Source: an optimization exercise on an open RTL-to-GDS flow (aim: small area, a short achievable clock period and few clock cycles per item). Production flows keep margins and buffers that such runs may drop. Where RTL was checked, it was by simulation tests only, not by an equivalence proof against the original.

==> run a: inputs <==
// ntt_bfly
module ntt_bfly (
    input clk,
    input rst,
    input in_valid,
    input inv,
    input sub,
    input [16:0] a,
    input [16:0] b,
    input [16:0] tf,
    output out_valid,
    output [16:0] p
    );
    reg v0, v1;
    reg inv_q, sub_q;
    reg [16:0] a_q, b_q, tf_q, p_q;
    wire [16:0] p_d;
    always @(posedge clk) begin
        if (rst) begin
            v0 <= 1'b0;
            v1 <= 1'b0;
        end else begin
            v0 <= in_valid;
            v1 <= v0;
        end
        inv_q <= inv;
        sub_q <= sub;
        a_q <= a;
        b_q <= b;
        tf_q <= tf;
        p_q <= p_d;
    end
  ...
==> flow/config.mk <==
export PLATFORM = sky130hd
export DESIGN_NAME = ntt_bfly
export DESIGN_NICKNAME = ntt_bfly
export VERILOG_FILES = /design/flow/design.v
export SDC_FILE = /design/flow/constraint.sdc
export NUM_CORES = 4
export LEC_CHECK = 0
export CAP_MARGIN = 20
export CORE_MARGIN = 2
export CORE_UTILIZATION = 40
export GPL_TIMING_DRIVEN = 0
export SLEW_MARGIN = 20
export SYNTH_HIERARCHICAL = 1
==> flow/constraint.sdc <==
create_clock -name core_clock -period 42.0 [get_ports {clk}]
set_input_delay 8.4000 -clock core_clock [delete_from_list [all_inputs] [get_ports {clk}]]
set_output_delay 8.4000 -clock core_clock [all_outputs]
set_load 0.01 [all_outputs]
standard.sh (not shown) runs the stock make flow with config.mk's settings and CLKGATE_MAP_FILE= SYNTH_SCRIPT=/design/flow/synth_recipe.tcl, a recipe that flattens the netlist after the stock synthesis.
==> flow/flow/run.sh <==
#!/bin/bash
# Own flow: the standard layout (standard.sh: the standard synthesis and
# steps), except the cells that buffer_ports puts on the ports: buf_2 on each
# output (hook before global placement), buf_1 on each input.  Every port
# still gets a buffer of its own.
set -euo pipefail
here=$(pwd)
printf 'buffer_ports -outputs -buffer_cell sky130_fd_sc_hd__buf_2\n' > "$here/buffer_outputs.tcl"
export PRE_GLOBAL_PLACE_TCL="$here/buffer_outputs.tcl"
export BUFFER_PORTS_ARGS="-inputs -buffer_cell sky130_fd_sc_hd__buf_1"
bash standard.sh finish > standard_make.log 2>&1
==> run b: changes against run a <==
CORE_UTILIZATION = 60   (was 40)
==> summary of the runs <==
In run b the fmax is lower than in run a, by about 0.6%.
Against run a, the register-to-register slack of run b is lower by 0.47 ns.
Between run a and run b, the lower final area is in run b (gap 2.2%, measured against run b).
In run b the via count is larger than in run a, by 0.98%.
Of run b and run a, run b has the higher global-route usage (gap 11 points).
Against run b, the clock-buffer cell count of run a is higher by 1.
Of run b and run a, run b has the higher worst hold slack (gap 0.0034 ns).
No functional check of the RTL was part of any run of this note.

========
==> inputs of job 1129 <==
ntt_bfly, a different RTL version from the one above (not shown whole).
==> flow/config.mk <==
export PLATFORM = sky130hd
export DESIGN_NAME = ntt_bfly
export DESIGN_NICKNAME = ntt_bfly
export VERILOG_FILES = /design/flow/design.v
export SDC_FILE = /design/flow/constraint.sdc
export NUM_CORES = 4
export LEC_CHECK = 0
export CAP_MARGIN = 20
export CORE_MARGIN = 2
export CORE_UTILIZATION = 40
export GPL_TIMING_DRIVEN = 0
export SLEW_MARGIN = 20
export SYNTH_HIERARCHICAL = 1
==> flow/constraint.sdc <==
create_clock -name core_clock -period 42.0 [get_ports {clk}]
set_input_delay 8.4000 -clock core_clock [delete_from_list [all_inputs] [get_ports {clk}]]
set_output_delay 8.4000 -clock core_clock [all_outputs]
set_load 0.01 [all_outputs]
==> flow/flow/run.sh <==
#!/bin/bash
# Own flow: the standard layout (standard.sh: the standard synthesis and
# steps), except:
#  - the cells that buffer_ports puts on the ports: buf_2 on each output
#    (hook before global placement), buf_1 on each input.  Every port still
#    gets a buffer of its own.
#  - clock tree synthesis without dummy load cells.
set -euo pipefail
here=$(pwd)
printf 'buffer_ports -outputs -buffer_cell sky130_fd_sc_hd__buf_2\n' > "$here/buffer_outputs.tcl"
export PRE_GLOBAL_PLACE_TCL="$here/buffer_outputs.tcl"
export BUFFER_PORTS_ARGS="-inputs -buffer_cell sky130_fd_sc_hd__buf_1"
export CTS_ARGS="-sink_clustering_enable -repair_clock_nets -dont_use_dummy_load -buf_list sky130_fd_sc_hd__clkbuf_8 -sink_clustering_size 24 -sink_clustering_max_diameter 200"
bash standard.sh finish > standard_make.log 2>&1
==> inputs of job 8752, as changes to job 1129 <==
--- a/flow/flow/run.sh
+++ b/flow/flow/run.sh
@@ -11,4 +11,4 @@
 export PRE_GLOBAL_PLACE_TCL="$here/buffer_outputs.tcl"
 export BUFFER_PORTS_ARGS="-inputs -buffer_cell sky130_fd_sc_hd__buf_1"
-export CTS_ARGS="-sink_clustering_enable -repair_clock_nets -dont_use_dummy_load -buf_list sky130_fd_sc_hd__clkbuf_8 -sink_clustering_size 24 -sink_clustering_max_diameter 200"
+export CTS_ARGS="-sink_clustering_enable -repair_clock_nets -dont_use_dummy_load -buf_list sky130_fd_sc_hd__clkbuf_8 -sink_clustering_size 36 -sink_clustering_max_diameter 400 -sink_clustering_levels 1"
 bash standard.sh finish > standard_make.log 2>&1
==> inputs of job 993, as changes to job 1129 <==
--- a/flow/flow/run.sh
+++ b/flow/flow/run.sh
@@ -11,4 +11,4 @@
 export PRE_GLOBAL_PLACE_TCL="$here/buffer_outputs.tcl"
 export BUFFER_PORTS_ARGS="-inputs -buffer_cell sky130_fd_sc_hd__buf_1"
-export CTS_ARGS="-sink_clustering_enable -repair_clock_nets -dont_use_dummy_load -buf_list sky130_fd_sc_hd__clkbuf_8 -sink_clustering_size 24 -sink_clustering_max_diameter 200"
+export CTS_ARGS="-sink_clustering_enable -repair_clock_nets -dont_use_dummy_load -root_buf sky130_fd_sc_hd__clkbuf_16 -buf_list sky130_fd_sc_hd__clkbuf_8 -sink_clustering_size 24 -sink_clustering_max_diameter 200"
 bash standard.sh finish > standard_make.log 2>&1
==> notes.md <==
The number of DRC markers after the initial detailed-route iteration came out at ~850. The met3 track demand over resource in global routing came out at about 5.2%. The first-pass GRT wire length came out at around 43000 um.

The part of the cycle the worst path needs came out at between 20% and 30%. The detail-routed via count per cell is ~5.6. The global routing usage on met1 is approximately a third. The clock tree cell share of total cell area came out at about 1.2%. The time the final worst path needs with I/O delays and setup came out at about 9 ns. After filler insertion, the fill cell instance count of the layout stands at about 2200. The setup slack on the worst flop-to-flop path came out at about 33 ns. The total detailed-routing wirelength came out at around 27000 um.

The worst-case headroom to the max-slew limit is roughly 14%. The run finished with no timing, DRC or antenna violations.

The length of routed wiring on met1 came out at around 11000 um. The worst-case clock skew is 0.0276 ns. The design area is between 0.01 and 0.015 sq mm.
(the above is from job 8752)
==> notes.md <==
The number of instances in the synthesized netlist is 929. The number of global-route vias before repair is approximately 7300. The total negative slack for setup checks is 0 ns. The number of DRC markers after the initial detailed-route iteration is ~850. The layout has roughly 2200 filler cells. The first global-routing pass estimated around 43000 um of wire. In this run the tightest slew margin relative to its limit is between 10% and 20%. The worst-case clock skew is 0.0276 ns. For met3 alone, demand over resource in global routing was approximately 5.2%. Wires add up to ~27000 um. Across all register-to-register paths, the minimum setup slack is ~33 ns. The length of routed wiring on met1 came out at roughly 11000 um.

The design area is roughly 0.010 sq mm. The clock network takes up 1.23% of total cell area after layout. The run finished with no timing, DRC or antenna violations. The detail-routed via count per cell came out at approximately 5.6.

(the above is from job 1129)
==> notes.md <==
The number of DRC markers after the initial detailed-route iteration is 762. The design area is ~0.01 sq mm. The worst-case clock skew is around 0.019 ns. The setup slack on the worst flop-to-flop path is 33.03 ns. The first-pass GRT wire length is ~43000 um. Counting the fill cells in the layout gives approximately 2200. The time the final worst path needs with I/O delays and setup is approximately 9.2 ns. The total detailed-routing wirelength came out at ~27000 um.

The met3 track demand over resource in global routing came out at ~5.5%. The global routing usage on met1 is a little under a third. The part of the cycle the worst path needs is approximately 22%. The run finished with no timing, DRC or antenna violations. Of all the cell area in the finished design, the clock network holds about 2.2%.
(the above is from job 993)
Testbench counts of job 1129, summed over its fixed seeds: cycles 24,008, items 24,000.
Testbench counts of job 8752, summed over its fixed seeds: cycles 24,008, items 24,000.
Testbench counts of job 993, summed over its fixed seeds: cycles 24,008, items 24,000.

========
==> build 98 <==
ntt_bfly, a different RTL version from the one above (not shown whole).
export LEC_CHECK = 0
export CAP_MARGIN = 20
export CORE_MARGIN = 2
export CORE_UTILIZATION = 40
export GPL_TIMING_DRIVEN = 0
export PLACE_DENSITY = 0.8
export SLEW_MARGIN = 20
export SYNTH_HIERARCHICAL = 1
create_clock -name core_clock -period 42.0 [get_ports {clk}]
==> flow/flow/run.sh <==
#!/bin/bash
# Own flow: the standard layout (standard.sh: the standard synthesis and
# steps), except:
#  - the cells that buffer_ports puts on the ports: buf_2 on each output
#    (hook before global placement), buf_1 on each input.  Every port still
#    gets a buffer of its own.
#  - clock tree synthesis without dummy load cells.
set -euo pipefail
here=$(pwd)
printf 'buffer_ports -outputs -buffer_cell sky130_fd_sc_hd__buf_2\n' > "$here/buffer_outputs.tcl"
export PRE_GLOBAL_PLACE_TCL="$here/buffer_outputs.tcl"
export BUFFER_PORTS_ARGS="-inputs -buffer_cell sky130_fd_sc_hd__buf_1"
export CTS_ARGS="-sink_clustering_enable -repair_clock_nets -dont_use_dummy_load -buf_list sky130_fd_sc_hd__clkbuf_8 -sink_clustering_size 24 -sink_clustering_max_diameter 200"
bash standard.sh finish > standard_make.log 2>&1
==> inputs of build 95, as changes to build 98 <==
- CORE_UTILIZATION: 40 -> 65
- PLACE_DENSITY: 0.8 -> 0.75
==> qor summary <==
Share of the core filled with cells: build 95 71.1%; build 98 44.3%
Placer congestion estimate: build 95 1.01; build 98 1.04
Fraction of met1 tracks used by global routing: build 95 44.1%; build 98 29.1%
Register-to-register setup slack: build 95 32850 ps; build 98 32870 ps
Via-per-instance ratio: build 95 6.33; build 98 5.86
Proportion of cell area occupied by registers: build 95 14.6%; build 98 14.4%
Peak clock frequency supported by timing: build 95 109 MHz; build 98 109 MHz
WL met2: build 95 11300 um; build 98 12400 um
Rows: build 95 43; build 98 55
Total via count in the routed design: build 95 7481; build 98 7544
Initial DRC count: build 95 873; build 98 905
Global-route track usage on met3: build 95 12.9%; build 98 8.67%
Vias in the first global route: build 95 7332; build 98 7728
Clock buf/inv share: build 95 1.25%; build 98 1.24%
Layout overhead on the synthesized area: build 95 7.29%; build 98 8.88%
Status: build 95 timing/DRC/antenna clean; build 98 timing/DRC/antenna clean
GRT Resource Usage Total: build 95 35.6%; build 98 23.4%
Function was not checked in any run of this note: the RTL went through the layout flow alone.

========
==> job 3856 <==
Another version of the RTL of ntt_bfly (not shown whole).
==> flow/config.mk <==
export PLATFORM = sky130hd
export DESIGN_NAME = ntt_bfly
export DESIGN_NICKNAME = ntt_bfly
export VERILOG_FILES = /design/flow/design.v
export SDC_FILE = /design/flow/constraint.sdc
export NUM_CORES = 4
export LEC_CHECK = 0
export CAP_MARGIN = 20
export CORE_MARGIN = 2
export CORE_UTILIZATION = 40
export CTS_BUF_LIST = sky130_fd_sc_hd__clkbuf_4 sky130_fd_sc_hd__clkbuf_8
export GPL_TIMING_DRIVEN = 0
export SLEW_MARGIN = 20
export SYNTH_HIERARCHICAL = 1
==> flow/constraint.sdc <==
create_clock -name core_clock -period 42.0 [get_ports {clk}]
set_input_delay 8.4000 -clock core_clock [delete_from_list [all_inputs] [get_ports {clk}]]
set_output_delay 8.4000 -clock core_clock [all_outputs]
set_load 0.01 [all_outputs]
run.sh (not shown) runs the stock make flow with config.mk's settings and CLKGATE_MAP_FILE= SYNTH_SCRIPT=/design/flow/synth_recipe.tcl, a recipe that flattens the netlist after the stock synthesis.
Stock flow here: none of the scripts above is used.
==> job 3351: changes against job 3856 <==
CTS_BUF_LIST = unset   (was sky130_fd_sc_hd__clkbuf_4 sky130_fd_sc_hd__clkbuf_8)
==> qor summary <==
Run status: job 3856 complete, no violations; job 3351 complete, no violations
Via-to-Cell Ratio: job 3856 5.55; job 3351 5.55
Routed wl met3: job 3856 2770 µm; job 3351 3080 µm
Ratio of cells with drive above 1 in the final layout: job 3856 0.0533; job 3351 0.0533
Slew margin rel.: job 3856 0.111; job 3351 0.156
CP arrival: job 3856 1.24 ns; job 3351 1.19 ns
Clock period minus worst slack: job 3856 9.64 ns; job 3351 9.59 ns
Clock latency (worst-skew pair): job 3856 0.39 ns; job 3351 0.35 ns
Bufs w/o clock: job 3856 108; job 3351 109
Number of vias in the routed layout: job 3856 7710; job 3351 7703
Clock network area share: job 3856 0.0223; job 3351 0.0308
Cell Count, Final, Fillers Out: job 3856 1388; job 3351 1389
Setup clock skew after layout: job 3856 0.0254 ns; job 3351 0.0158 ns
Layout fillers: job 3856 2366; job 3351 2345
Met3 layer usage reported by global route: job 3856 0.0542; job 3351 0.0599
Non-clock buffer share: job 3856 0.0901; job 3351 0.0899
Source of the worst register-to-register timing path: job 3856 tf_q[13]; job 3351 tf_q[11]
Sum of routed wire segments on met1: job 3856 12400 µm; job 3351 12100 µm
Fin Hold WS: job 3856 0.458 ns; job 3351 0.450 ns
Function was not checked in any run of this note: the RTL went through the layout flow alone.

========
==> maple <==
Another version of the RTL of ntt_bfly (not shown whole).
Design ntt_bfly, start of the top module:
module ntt_bfly (
    input clk,
    input rst,
    input in_valid,
    input inv,
    input sub,
    input [16:0] a,
    input [16:0] b,
    input [16:0] tf,
    output out_valid,
    output [16:0] p
    );
    reg v0, v1;
    reg inv_q, sub_q;
    reg [16:0] a_q, b_q, tf_q, p_q;
    wire [16:0] p_d;
    always @(posedge clk) begin
        if (rst) begin
            v0 <= 1'b0;
            v1 <= 1'b0;
        end else begin
            v0 <= in_valid;
            v1 <= v0;
        end
        inv_q <= inv;
        sub_q <= sub;
        a_q <= a;
        b_q <= b;
        tf_q <= tf;
        p_q <= p_d;
    end
  ...
Settings: LEC_CHECK=0, CAP_MARGIN=20, CORE_MARGIN=2, CORE_UTILIZATION=40, CTS_BUF_LIST=sky130_fd_sc_hd__clkbuf_4 sky130_fd_sc_hd__clkbuf_8, GPL_TIMING_DRIVEN=0, SLEW_MARGIN=20, SYNTH_HIERARCHICAL=1; clock period 42.0 ns.
standard.sh (not shown) runs the stock make flow with config.mk's settings and CLKGATE_MAP_FILE= SYNTH_SCRIPT=/design/flow/synth_recipe.tcl, a recipe that flattens the netlist after the stock synthesis.
==> flow/flow/run.sh <==
#!/bin/bash
# Own flow: the standard layout (standard.sh: the standard synthesis and
# steps), except the cells that buffer_ports puts on the ports: buf_2 on each
# output (hook before global placement), buf_1 on each input.  Every port
# still gets a buffer of its own.
set -euo pipefail
here=$(pwd)
printf 'buffer_ports -outputs -buffer_cell sky130_fd_sc_hd__buf_2\n' > "$here/buffer_outputs.tcl"
export PRE_GLOBAL_PLACE_TCL="$here/buffer_outputs.tcl"
export BUFFER_PORTS_ARGS="-inputs -buffer_cell sky130_fd_sc_hd__buf_1"
bash standard.sh finish > standard_make.log 2>&1
==> inputs of xenon, as changes to maple <==
==> flow/flow/run.sh (replaced) <==
#!/bin/bash
# Own flow: the standard layout (standard.sh, unchanged synthesis and
# steps), except that the ports get buf_2 buffers instead of the cell that
# buffer_ports picks by default.  Every port still gets its own buffer.
set -euo pipefail
export BUFFER_PORTS_ARGS="-buffer_cell sky130_fd_sc_hd__buf_2"
bash standard.sh finish > standard_make.log 2>&1
- CTS_BUF_LIST: sky130_fd_sc_hd__clkbuf_4 sky130_fd_sc_hd__clkbuf_8 -> default
==> inputs of nickel, as changes to maple <==
==> flow/run.sh (new file) <==
#!/bin/bash
# synth_recipe.tcl (not shown) runs the flow's synth.tcl, then flattens the netlist and writes it again
# the make line also repeats each setting of config.mk as NAME=value (left out here)
make -C /OpenROAD-flow-scripts/flow DESIGN_CONFIG=/design/flow/config.mk WORK_HOME=/design/flow/orfs CLKGATE_MAP_FILE= SYNTH_SCRIPT=/design/flow/synth_recipe.tcl finish
- CTS_BUF_LIST: sky130_fd_sc_hd__clkbuf_4 sky130_fd_sc_hd__clkbuf_8 -> default
removed: flow/flow/run.sh
removed: flow/standard.sh
==> inputs of yarrow, as changes to maple <==
- CTS_BUF_LIST: sky130_fd_sc_hd__clkbuf_4 sky130_fd_sc_hd__clkbuf_8 -> default
==> comparison <==
The lowest worst hold slack belongs to yarrow, the highest to nickel. Global-route usage: xenon < nickel < maple < yarrow. Sequential cell count is the same in nickel and maple. nickel finished with timing, DRC and antenna clean. maple passed the timing, design-rule and antenna checks. xenon finished with timing, DRC and antenna clean. yarrow passed the timing, design-rule and antenna checks. Setup slack: nickel is lower than yarrow (0.43 ns). Final cell count is the same in xenon and yarrow. Critical path depth is the same in nickel and xenon. Cell area: maple < yarrow < xenon < nickel.
Testbench counts of maple, summed over its fixed seeds: cycles 24,008, items 24,000.
Testbench counts of xenon, summed over its fixed seeds: cycles 24,008, items 24,000.
Testbench counts of nickel, summed over its fixed seeds: cycles 24,008, items 24,000.
Testbench counts of yarrow, summed over its fixed seeds: cycles 24,008, items 24,000.

==> what the ideal ports hide <==
How much do the figures lean on ideal ports? The routed layouts below were timed once more, with nothing changed but the port constraints. Step 1 (the two cells are an assumption about what drives the block):
set clk [get_ports {clk}]
set_driving_cell -lib_cell sky130_fd_sc_hd__clkbuf_16 $clk
set_driving_cell -lib_cell sky130_fd_sc_hd__buf_2 [delete_from_list [all_inputs] $clk]
Step 2, shift: input delay + t, output delay - t, t = (earliest + latest rising clock arrival at the registers) / 2. This alone moves slack from input paths to output paths. Three values: ideal ports, drivers, drivers and shift; two values: the first two.
run | t (ns) | setup WS [ns] | worst hold slack (ns) | cell pins on the clock port's net
run a | 0.389 | 32.823 / 32.778 / 33.167 | 0.445 / 0.445 / 0.445 | 1
run b | 0.393 | 32.765 / 32.765 / 32.765 | 0.449 / 0.449 / 0.449 | 1
job 1129 | 0.400 | 32.795 / 32.755 / 32.966 | 0.455 / 0.455 / 0.455 | 1
job 8752 | 0.400 | 32.795 / 32.755 / 32.966 | 0.455 / 0.455 / 0.455 | 1
job 993 | 0.387 | 32.827 / 32.782 / 33.026 | 0.449 / 0.449 / 0.449 | 1
build 98 | 0.399 | 32.803 / 32.764 / 32.869 | 0.453 / 0.453 / 0.453 | 1
build 95 | 0.399 | 32.792 / 32.755 / 32.849 | 0.448 / 0.448 / 0.448 | 1
job 3856 | 0.418 | 32.360 / 32.319 / 32.737 | 0.458 / 0.458 / 0.458 | 1
job 3351 | 0.393 | 32.407 / 32.361 / 32.754 | 0.450 / 0.450 / 0.450 | 1
maple | 0.416 | 32.797 / 32.755 / 33.172 | 0.450 / 0.450 / 0.450 | 1
xenon | 0.387 | 32.837 / 32.791 / 33.178 | 0.451 / 0.451 / 0.451 | 1
nickel | 0.390 | 32.403 / 32.354 / 32.744 | 0.458 / 0.458 / 0.458 | 1
yarrow | 0.399 | 32.829 / 32.783 / 33.182 | 0.444 / 0.444 / 0.444 | 1
After both steps setup and hold are still met in every run listed.
